This design comes from an exercise in tuning for small area on the open sky130 flow, not from production work. Only simulation tests tie the RTL to the original design; equivalence was not proved.

==> run R: inputs <==
==> flow/design.v (excerpt) <==
module TwoDigitAdder(
    input wire clk,
    input wire rst,
    input wire rx,
    input wire [3:0] switches,
    input wire btn_right,
    input wire btn_left,
    input wire btn_up,
    input wire btn_down,
    input wire btn_calc,
    output wire tx,
    output reg [3:0] an,
    output wire [6:0] seg,
    output reg [3:0] led
);
export LEC_CHECK = 0
export ABC_AREA = 1
export CAP_MARGIN = 20
export CORE_MARGIN = 2
export CORE_UTILIZATION = 40
export SLEW_MARGIN = 20
create_clock -name core_clock -period 40.0 [get_ports {clk}]
standard.sh (not shown) runs the stock make flow with config.mk's settings and CLKGATE_MAP_FILE= SYNTH_SCRIPT=/design/flow/synth_recipe.tcl, a recipe that flattens the netlist after the stock synthesis.
==> flow/flow/run.sh <==
#!/bin/bash
# Own layout flow: the standard synthesis, then the combinational logic of its netlist is
# mapped again with two stronger ABC scripts, each on the standard netlist (every flip-flop
# instance, name and cell
# type is kept), then the standard layout from the floorplan on. A re-mapped netlist is used
# only if ABC's cec proves it equivalent to the standard one (flip-flops cut into inputs and
# outputs); of those, the smallest is laid out, else the standard netlist is laid out unchanged.
# The clock tree is built with small buffers and without dummy loads (CTS_ARGS below), and the
# port buffers are the platform's smallest buffer (BUFFER_PORTS_ARGS below).
# Logs: log_synth.txt, log_reopt1.txt, log_reopt2.txt, log_cec.txt, log_layout.txt in the work folder.
set -uo pipefail
W=$(pwd)
F=$W/flow
YOSYS=$(command -v yosys || true)
[[ -x "$YOSYS" ]] || YOSYS=$FLOW_HOME/../tools/install/yosys/bin/yosys
ABC=$(dirname "$YOSYS")/yosys-abc
R=$W/orfs/results/$FLOW_PLATFORM/TwoDigitAdder/base
LIB=$FLOW_HOME/platforms/$FLOW_PLATFORM/lib/sky130_fd_sc_hd__tt_025C_1v80.lib
TOP=$FLOW_TOP

bash standard.sh synth > "$W/log_synth.txt" 2>&1 || exit 1
cp "$R/1_2_yosys.v" "$W/synth_std.v"

# don't-use cells of the platform
DU=""
for c in $(grep -o "lpflow_[a-z0-9_]*\|probe[a-z_0-9]*" "$FLOW_HOME/platforms/$FLOW_PLATFORM/config.mk" | sort -u); do
  DU="$DU -dont_use sky130_fd_sc_hd__$c"
done
SEQ="sky130_fd_sc_hd__dfxtp_1 sky130_fd_sc_hd__dfxtp_2 sky130_fd_sc_hd__dfxtp_4 sky130_fd_sc_hd__edfxtp_1 sky130_fd_sc_hd__dfrtp_1 sky130_fd_sc_hd__dfrtp_2 sky130_fd_sc_hd__dfrtp_4 sky130_fd_sc_hd__dfstp_1 sky130_fd_sc_hd__dfxbp_1"
PERIOD_PS=$(awk "BEGIN{print $FLOW_PERIOD_NS*1000}")

# combinational equivalence of $1 with the standard netlist: flip-flops cut into ports, ABC cec
to_blif() {
  python3 "$F/cutff.py" "$1" "$2.v" >> "$W/log_cec.txt" 2>&1 &&
  "$YOSYS" -q -p "read_liberty -overwrite -ignore_miss_func $LIB; read_verilog -sv $2.v; hierarchy -top $TOP; flatten; techmap; opt_clean -purge; setundef -zero; write_blif $2.blif" >> "$W/log_cec.txt" 2>&1
}
equivalent() {
  to_blif "$1" "$W/cut_$2" || return 1
  echo "== cec $2" >> "$W/log_cec.txt"
  timeout 1200 "$ABC" -c "cec $W/cut_std.blif $W/cut_$2.blif" > "$W/cec_$2.txt" 2>&1
  cat "$W/cec_$2.txt" >> "$W/log_cec.txt"
  grep -q "Networks are equivalent" "$W/cec_$2.txt"
}

best=""
best_area=1e18
if to_blif "$W/synth_std.v" "$W/cut_std"; then
  prev=$W/synth_std.v
  scripts=("$F/abc_area.script" "$F/abc_deep2.script")
  for p in 1 2; do
    script=${scripts[$((p-1))]}
    cat > "$W/reopt$p.ys" <<EOS
read_liberty -overwrite -ignore_miss_func $LIB
blackbox $SEQ
read_verilog -sv $prev
hierarchy -top $TOP
flatten
opt_clean -purge
abc -liberty $LIB $DU -script $script -D $PERIOD_PS
opt_clean -purge
hilomap -singleton -hicell sky130_fd_sc_hd__conb_1 HI -locell sky130_fd_sc_hd__conb_1 LO
splitnets
opt_clean -purge
insbuf -buf sky130_fd_sc_hd__buf_4 A X
rename -hide w:_*
read_liberty -overwrite -setattr liberty_cell -lib $LIB
check -assert -mapped
stat -liberty $LIB
write_verilog -noattr -nohex -nodec $W/synth_r$p.v
EOS
    "$YOSYS" -l "$W/log_reopt$p.txt" "$W/reopt$p.ys" > /dev/null 2>&1 || continue
    area=$(grep "Chip area" "$W/log_reopt$p.txt" | tail -1 | awk '{print $NF}')
    if equivalent "$W/synth_r$p.v" "r$p"; then
      echo "pass $p: equivalent, area $area" | tee -a "$W/log_cec.txt"
      if awk "BEGIN{exit !($area < $best_area)}"; then best=$W/synth_r$p.v; best_area=$area; fi
    else
      echo "pass $p: not proved equivalent" | tee -a "$W/log_cec.txt"
    fi
  done
fi
if [[ -n "$best" ]]; then
  echo "using $best (area $best_area)" | tee -a "$W/log_cec.txt"
  cp "$best" "$R/1_2_yosys.v"
  touch "$R/1_2_yosys.v"
else
  echo "using the standard netlist" | tee -a "$W/log_cec.txt"
fi

# clock tree: small clock buffers in small clusters, no dummy loads
export CTS_ARGS="-sink_clustering_enable -repair_clock_nets -dont_use_dummy_load -buf_list sky130_fd_sc_hd__clkbuf_4 -sink_clustering_size 9 -sink_clustering_max_diameter 40"
# every input and output port still gets its own buffer, the smallest one
export BUFFER_PORTS_ARGS="-inputs -outputs -buffer_cell sky130_fd_sc_hd__buf_1"
bash standard.sh finish > "$W/log_layout.txt" 2>&1 || exit 1
==> flow/flow/abc_deep2.script <==
&get -n
&deepsyn -T 60
&put
dch -f
amap
strash
&get -n
&deepsyn -T 30
&put
dch -f
amap
strash
dch -f
amap
topo
Other scripts of this flow, unchanged in this note and not shown: flow/flow/abc_area.script, flow/flow/cutff.py
==> inputs of run M, as changes to run R <==
==> flow/flow/run.sh (replaced) <==
#!/bin/bash
# Own layout flow: the standard synthesis, then the combinational logic of its netlist is
# mapped again with a stronger ABC script (every flip-flop instance, name and cell type is kept),
# then the standard layout from the floorplan on. The new netlist is used only if ABC's cec
# proves it equivalent to the standard one (flip-flops cut into inputs and outputs); otherwise the
# standard netlist is laid out unchanged.
# The clock tree is built with small buffers and without dummy loads (CTS_ARGS below), and the
# port buffers are the platform's smallest buffer (BUFFER_PORTS_ARGS below).
# Logs: log_synth.txt, log_reopt.txt, log_cec.txt, log_layout.txt in the work folder.
set -uo pipefail
W=$(pwd)
F=$W/flow
YOSYS=$(command -v yosys || true)
[[ -x "$YOSYS" ]] || YOSYS=$FLOW_HOME/../tools/install/yosys/bin/yosys
ABC=$(dirname "$YOSYS")/yosys-abc
R=$W/orfs/results/$FLOW_PLATFORM/TwoDigitAdder/base
LIB=$FLOW_HOME/platforms/$FLOW_PLATFORM/lib/sky130_fd_sc_hd__tt_025C_1v80.lib
TOP=$FLOW_TOP

bash standard.sh synth > "$W/log_synth.txt" 2>&1 || exit 1
cp "$R/1_2_yosys.v" "$W/synth_std.v"

# don't-use cells of the platform
DU=""
for c in $(grep -o "lpflow_[a-z0-9_]*\|probe[a-z_0-9]*" "$FLOW_HOME/platforms/$FLOW_PLATFORM/config.mk" | sort -u); do
  DU="$DU -dont_use sky130_fd_sc_hd__$c"
done
SEQ="sky130_fd_sc_hd__dfxtp_1 sky130_fd_sc_hd__dfxtp_2 sky130_fd_sc_hd__dfxtp_4 sky130_fd_sc_hd__edfxtp_1 sky130_fd_sc_hd__dfrtp_1 sky130_fd_sc_hd__dfrtp_2 sky130_fd_sc_hd__dfrtp_4 sky130_fd_sc_hd__dfstp_1 sky130_fd_sc_hd__dfxbp_1"

cat > "$W/reopt.ys" <<EOS
read_liberty -overwrite -ignore_miss_func $LIB
blackbox $SEQ
read_verilog -sv $W/synth_std.v
hierarchy -top $TOP
flatten
opt_clean -purge
abc -liberty $LIB $DU -script $F/abc_area.script -D $(awk "BEGIN{print $FLOW_PERIOD_NS*1000}")
opt_clean -purge
hilomap -singleton -hicell sky130_fd_sc_hd__conb_1 HI -locell sky130_fd_sc_hd__conb_1 LO
splitnets
opt_clean -purge
insbuf -buf sky130_fd_sc_hd__buf_4 A X
rename -hide w:_*
read_liberty -overwrite -setattr liberty_cell -lib $LIB
check -assert -mapped
stat -liberty $LIB
write_verilog -noattr -nohex -nodec $W/synth_reopt.v
EOS

use_reopt=0
if "$YOSYS" -l "$W/log_reopt.txt" "$W/reopt.ys" > /dev/null 2>&1; then
  # equivalence: flip-flops cut into ports in both netlists, then ABC cec
  ok=1
  for n in std reopt; do
    python3 "$F/cutff.py" "$W/synth_$n.v" "$W/cut_$n.v" >> "$W/log_cec.txt" 2>&1 || ok=0
    "$YOSYS" -q -p "read_liberty -overwrite -ignore_miss_func $LIB; read_verilog -sv $W/cut_$n.v; hierarchy -top $TOP; flatten; techmap; opt_clean -purge; setundef -zero; write_blif $W/cut_$n.blif" >> "$W/log_cec.txt" 2>&1 || ok=0
  done
  if [[ $ok == 1 ]]; then
    timeout 1200 "$ABC" -c "cec $W/cut_std.blif $W/cut_reopt.blif" >> "$W/log_cec.txt" 2>&1 || true
    if grep -q "Networks are equivalent" "$W/log_cec.txt"; then use_reopt=1; fi
  fi
fi
if [[ $use_reopt == 1 ]]; then
  echo "using the re-mapped netlist" | tee -a "$W/log_cec.txt"
  cp "$W/synth_reopt.v" "$R/1_2_yosys.v"
  touch "$R/1_2_yosys.v"
else
  echo "using the standard netlist" | tee -a "$W/log_cec.txt"
fi

# clock tree: small clock buffers in larger clusters, no dummy loads
export CTS_ARGS="-sink_clustering_enable -repair_clock_nets -dont_use_dummy_load -buf_list sky130_fd_sc_hd__clkbuf_4 -sink_clustering_size 9 -sink_clustering_max_diameter 40"
# every input and output port still gets its own buffer, the smallest one
export BUFFER_PORTS_ARGS="-inputs -outputs -buffer_cell sky130_fd_sc_hd__buf_1"
bash standard.sh finish > "$W/log_layout.txt" 2>&1 || exit 1
--- a/flow/config.mk
+++ b/flow/config.mk
@@ -8,5 +8,5 @@
 export ABC_AREA = 1
 export CAP_MARGIN = 20
 export CORE_MARGIN = 2
-export CORE_UTILIZATION = 40
+export CORE_UTILIZATION = 60
 export SLEW_MARGIN = 20
removed: flow/flow/abc_deep2.script
==> inputs of run K, as changes to run R <==
==> flow/flow/run.sh (replaced) <==
#!/bin/bash
# Own layout flow: the standard synthesis, then the combinational logic of its netlist is
# mapped again with a stronger ABC script (every flip-flop instance, name and cell type is kept),
# then the standard layout from the floorplan on. The new netlist is used only if ABC's cec
# proves it equivalent to the standard one (flip-flops cut into inputs and outputs); otherwise the
# standard netlist is laid out unchanged.
# Logs: log_synth.txt, log_reopt.txt, log_cec.txt, log_layout.txt in the work folder.
set -uo pipefail
W=$(pwd)
F=$W/flow
YOSYS=$(command -v yosys || true)
[[ -x "$YOSYS" ]] || YOSYS=$FLOW_HOME/../tools/install/yosys/bin/yosys
ABC=$(dirname "$YOSYS")/yosys-abc
R=$W/orfs/results/$FLOW_PLATFORM/TwoDigitAdder/base
LIB=$FLOW_HOME/platforms/$FLOW_PLATFORM/lib/sky130_fd_sc_hd__tt_025C_1v80.lib
TOP=$FLOW_TOP

bash standard.sh synth > "$W/log_synth.txt" 2>&1 || exit 1
cp "$R/1_2_yosys.v" "$W/synth_std.v"

# don't-use cells of the platform
DU=""
for c in $(grep -o "lpflow_[a-z0-9_]*\|probe[a-z_0-9]*" "$FLOW_HOME/platforms/$FLOW_PLATFORM/config.mk" | sort -u); do
  DU="$DU -dont_use sky130_fd_sc_hd__$c"
done
SEQ="sky130_fd_sc_hd__dfxtp_1 sky130_fd_sc_hd__dfxtp_2 sky130_fd_sc_hd__dfxtp_4 sky130_fd_sc_hd__edfxtp_1 sky130_fd_sc_hd__dfrtp_1 sky130_fd_sc_hd__dfrtp_2 sky130_fd_sc_hd__dfrtp_4 sky130_fd_sc_hd__dfstp_1 sky130_fd_sc_hd__dfxbp_1"

cat > "$W/reopt.ys" <<EOS
read_liberty -overwrite -ignore_miss_func $LIB
blackbox $SEQ
read_verilog -sv $W/synth_std.v
hierarchy -top $TOP
flatten
opt_clean -purge
abc -liberty $LIB $DU -script $F/abc_area.script -D $(awk "BEGIN{print $FLOW_PERIOD_NS*1000}")
opt_clean -purge
hilomap -singleton -hicell sky130_fd_sc_hd__conb_1 HI -locell sky130_fd_sc_hd__conb_1 LO
splitnets
opt_clean -purge
insbuf -buf sky130_fd_sc_hd__buf_4 A X
rename -hide w:_*
read_liberty -overwrite -setattr liberty_cell -lib $LIB
check -assert -mapped
stat -liberty $LIB
write_verilog -noattr -nohex -nodec $W/synth_reopt.v
EOS

use_reopt=0
if "$YOSYS" -l "$W/log_reopt.txt" "$W/reopt.ys" > /dev/null 2>&1; then
  # equivalence: flip-flops cut into ports in both netlists, then ABC cec
  ok=1
  for n in std reopt; do
    python3 "$F/cutff.py" "$W/synth_$n.v" "$W/cut_$n.v" >> "$W/log_cec.txt" 2>&1 || ok=0
    "$YOSYS" -q -p "read_liberty -overwrite -ignore_miss_func $LIB; read_verilog -sv $W/cut_$n.v; hierarchy -top $TOP; flatten; techmap; opt_clean -purge; setundef -zero; write_blif $W/cut_$n.blif" >> "$W/log_cec.txt" 2>&1 || ok=0
  done
  if [[ $ok == 1 ]]; then
    timeout 1200 "$ABC" -c "cec $W/cut_std.blif $W/cut_reopt.blif" >> "$W/log_cec.txt" 2>&1 || true
    if grep -q "Networks are equivalent" "$W/log_cec.txt"; then use_reopt=1; fi
  fi
fi
if [[ $use_reopt == 1 ]]; then
  echo "using the re-mapped netlist" | tee -a "$W/log_cec.txt"
  cp "$W/synth_reopt.v" "$R/1_2_yosys.v"
  touch "$R/1_2_yosys.v"
else
  echo "using the standard netlist" | tee -a "$W/log_cec.txt"
fi

bash standard.sh finish > "$W/log_layout.txt" 2>&1 || exit 1
removed: flow/flow/abc_deep2.script
==> inputs of run E, as changes to run R <==
--- a/flow/flow/run.sh
+++ b/flow/flow/run.sh
@@ -1,7 +1,6 @@
 #!/bin/bash
 # Own layout flow: the standard synthesis, then the combinational logic of its netlist is
-# mapped again with two stronger ABC scripts, each on the standard netlist (every flip-flop
-# instance, name and cell
+# mapped again with a stronger ABC script, in two passes (every flip-flop instance, name and cell
 # type is kept), then the standard layout from the floorplan on. A re-mapped netlist is used
 # only if ABC's cec proves it equivalent to the standard one (flip-flops cut into inputs and
 # outputs); of those, the smallest is laid out, else the standard netlist is laid out unchanged.
@@ -46,9 +45,7 @@
 best_area=1e18
 if to_blif "$W/synth_std.v" "$W/cut_std"; then
   prev=$W/synth_std.v
-  scripts=("$F/abc_area.script" "$F/abc_deep2.script")
   for p in 1 2; do
-    script=${scripts[$((p-1))]}
     cat > "$W/reopt$p.ys" <<EOS
 read_liberty -overwrite -ignore_miss_func $LIB
 blackbox $SEQ
@@ -56,7 +53,7 @@
 hierarchy -top $TOP
 flatten
 opt_clean -purge
-abc -liberty $LIB $DU -script $script -D $PERIOD_PS
+abc -liberty $LIB $DU -script $F/abc_area.script -D $PERIOD_PS
 opt_clean -purge
 hilomap -singleton -hicell sky130_fd_sc_hd__conb_1 HI -locell sky130_fd_sc_hd__conb_1 LO
 splitnets
@@ -68,13 +65,15 @@
 stat -liberty $LIB
 write_verilog -noattr -nohex -nodec $W/synth_r$p.v
 EOS
-    "$YOSYS" -l "$W/log_reopt$p.txt" "$W/reopt$p.ys" > /dev/null 2>&1 || continue
+    "$YOSYS" -l "$W/log_reopt$p.txt" "$W/reopt$p.ys" > /dev/null 2>&1 || break
     area=$(grep "Chip area" "$W/log_reopt$p.txt" | tail -1 | awk '{print $NF}')
     if equivalent "$W/synth_r$p.v" "r$p"; then
       echo "pass $p: equivalent, area $area" | tee -a "$W/log_cec.txt"
       if awk "BEGIN{exit !($area < $best_area)}"; then best=$W/synth_r$p.v; best_area=$area; fi
+      prev=$W/synth_r$p.v
     else
       echo "pass $p: not proved equivalent" | tee -a "$W/log_cec.txt"
+      break
     fi
   done
 fi
removed: flow/flow/abc_deep2.script
==> reports/metrics.cfg <==
[status]
run_status = no timing/DRC/antenna violations

[placed_design]
dpl.hpwl_um = 27850
globalplace.congestion = 0.9448

[finish]
layout.cells.most_common_list = nor2_1 (431), dfxtp_1 (235), clkinv_1 (215)
layout.filler_cells = 3365

[sta]
worst_slack_ns = 4.634

[worst_setup_path]
timing.reg2reg.worst_path_depth = 197

[worst_hold_path]
min_delay_worst_endpoint = debounce_calc.button_state_prev
timing.hold.worst_path_depth = 0

[pwr]
power.static_leakage_nw = 5.099
clkPwrFrac_pct = 48.6
powerDensity_nw_per_um2 = 33.51

[global_routing]
grt_util_all_layers_pct = 20.73
global_route.usage.met1_pct = 28.85

[drt]
via_count_of_the_routed_design = 13670

[clock_network]
cts_inserted_buffers = 26

(the above is from run K)
==> reports/metrics.cfg <==
[global_routing]
grt_util_all_layers_pct = 29.52
global_route.usage.met1_pct = 38.07

[worst_hold_path]
timing.hold.worst_path_depth = 1

[sta]
worst_slack_ns = 5.041

[placed_design]
globalplace.congestion = 1.028
dpl.hpwl_um = 26290

[drt]
via_count_of_the_routed_design = 13750

[status]
run_status = no timing/DRC/antenna violations

[finish]
layout.filler_cells = 2054

(the above is from run M)
==> reports/metrics.cfg <==
[worst_hold_path]
timing.hold.worst_path_depth = 1

[worst_setup_path]
timing.reg2reg.worst_path_depth = 184

[status]
run_status = no timing/DRC/antenna violations

[global_routing]
global_route.usage.met1_pct = 29.19

[drt]
via_count_of_the_routed_design = 13690

[finish]
layout.cells.most_common_list = nor2_1 (416), dfxtp_1 (235), o21ai_0 (199)

[pwr]
clkPwrFrac_pct = 29.4
powerDensity_nw_per_um2 = 28.75

(the above is from run R)
==> reports/metrics.cfg <==
[global_routing]
grt_util_all_layers_pct = 20.59
global_route.usage.met1_pct = 27.89

[clock_network]
cts_inserted_buffers = 36

[worst_hold_path]
timing.hold.worst_path_depth = 0
min_delay_worst_endpoint = debounce_calc.button_state_prev

[finish]
layout.cells.most_common_list = nor2_1 (431), dfxtp_1 (235), clkinv_1 (216)
layout.filler_cells = 3456

[sta]
worst_slack_ns = 5.143

[status]
run_status = no timing/DRC/antenna violations

[pwr]
power.static_leakage_nw = 4.746

[placed_design]
dpl.hpwl_um = 27490
globalplace.congestion = 0.9643

(the above is from run E)

port drivers added, routing unchanged:
Ports are ideal in the flow. The routed layouts listed here were re-timed in OpenROAD. Step 1 assumes that a clkbuf_16 drives the clock port and a buf_2 every other input. Step 2 adds t to the input delays and takes it off the output delays; t is the mean of the earliest and latest rising clock arrival at the registers after step 1. Input paths then give back, and output paths get back, about the clock's delay inside the block. Slacks: ideal ports / drivers / drivers and shift; pairs: ideal ports / drivers.
run	t, ns	setup slack, ns	worst slew at a driven data input, ns	cell pins on the clock port's net
run R	0.631	5.200 / 5.200 / 5.200	0.07	1
run M	0.621	5.041 / 5.041 / 5.041	0.04	1
run K	0.579	4.634 / 4.634 / 4.634	0.05	1
run E	0.635	5.143 / 5.143 / 5.143	0.05	1
After both steps every run listed still meets setup and hold.
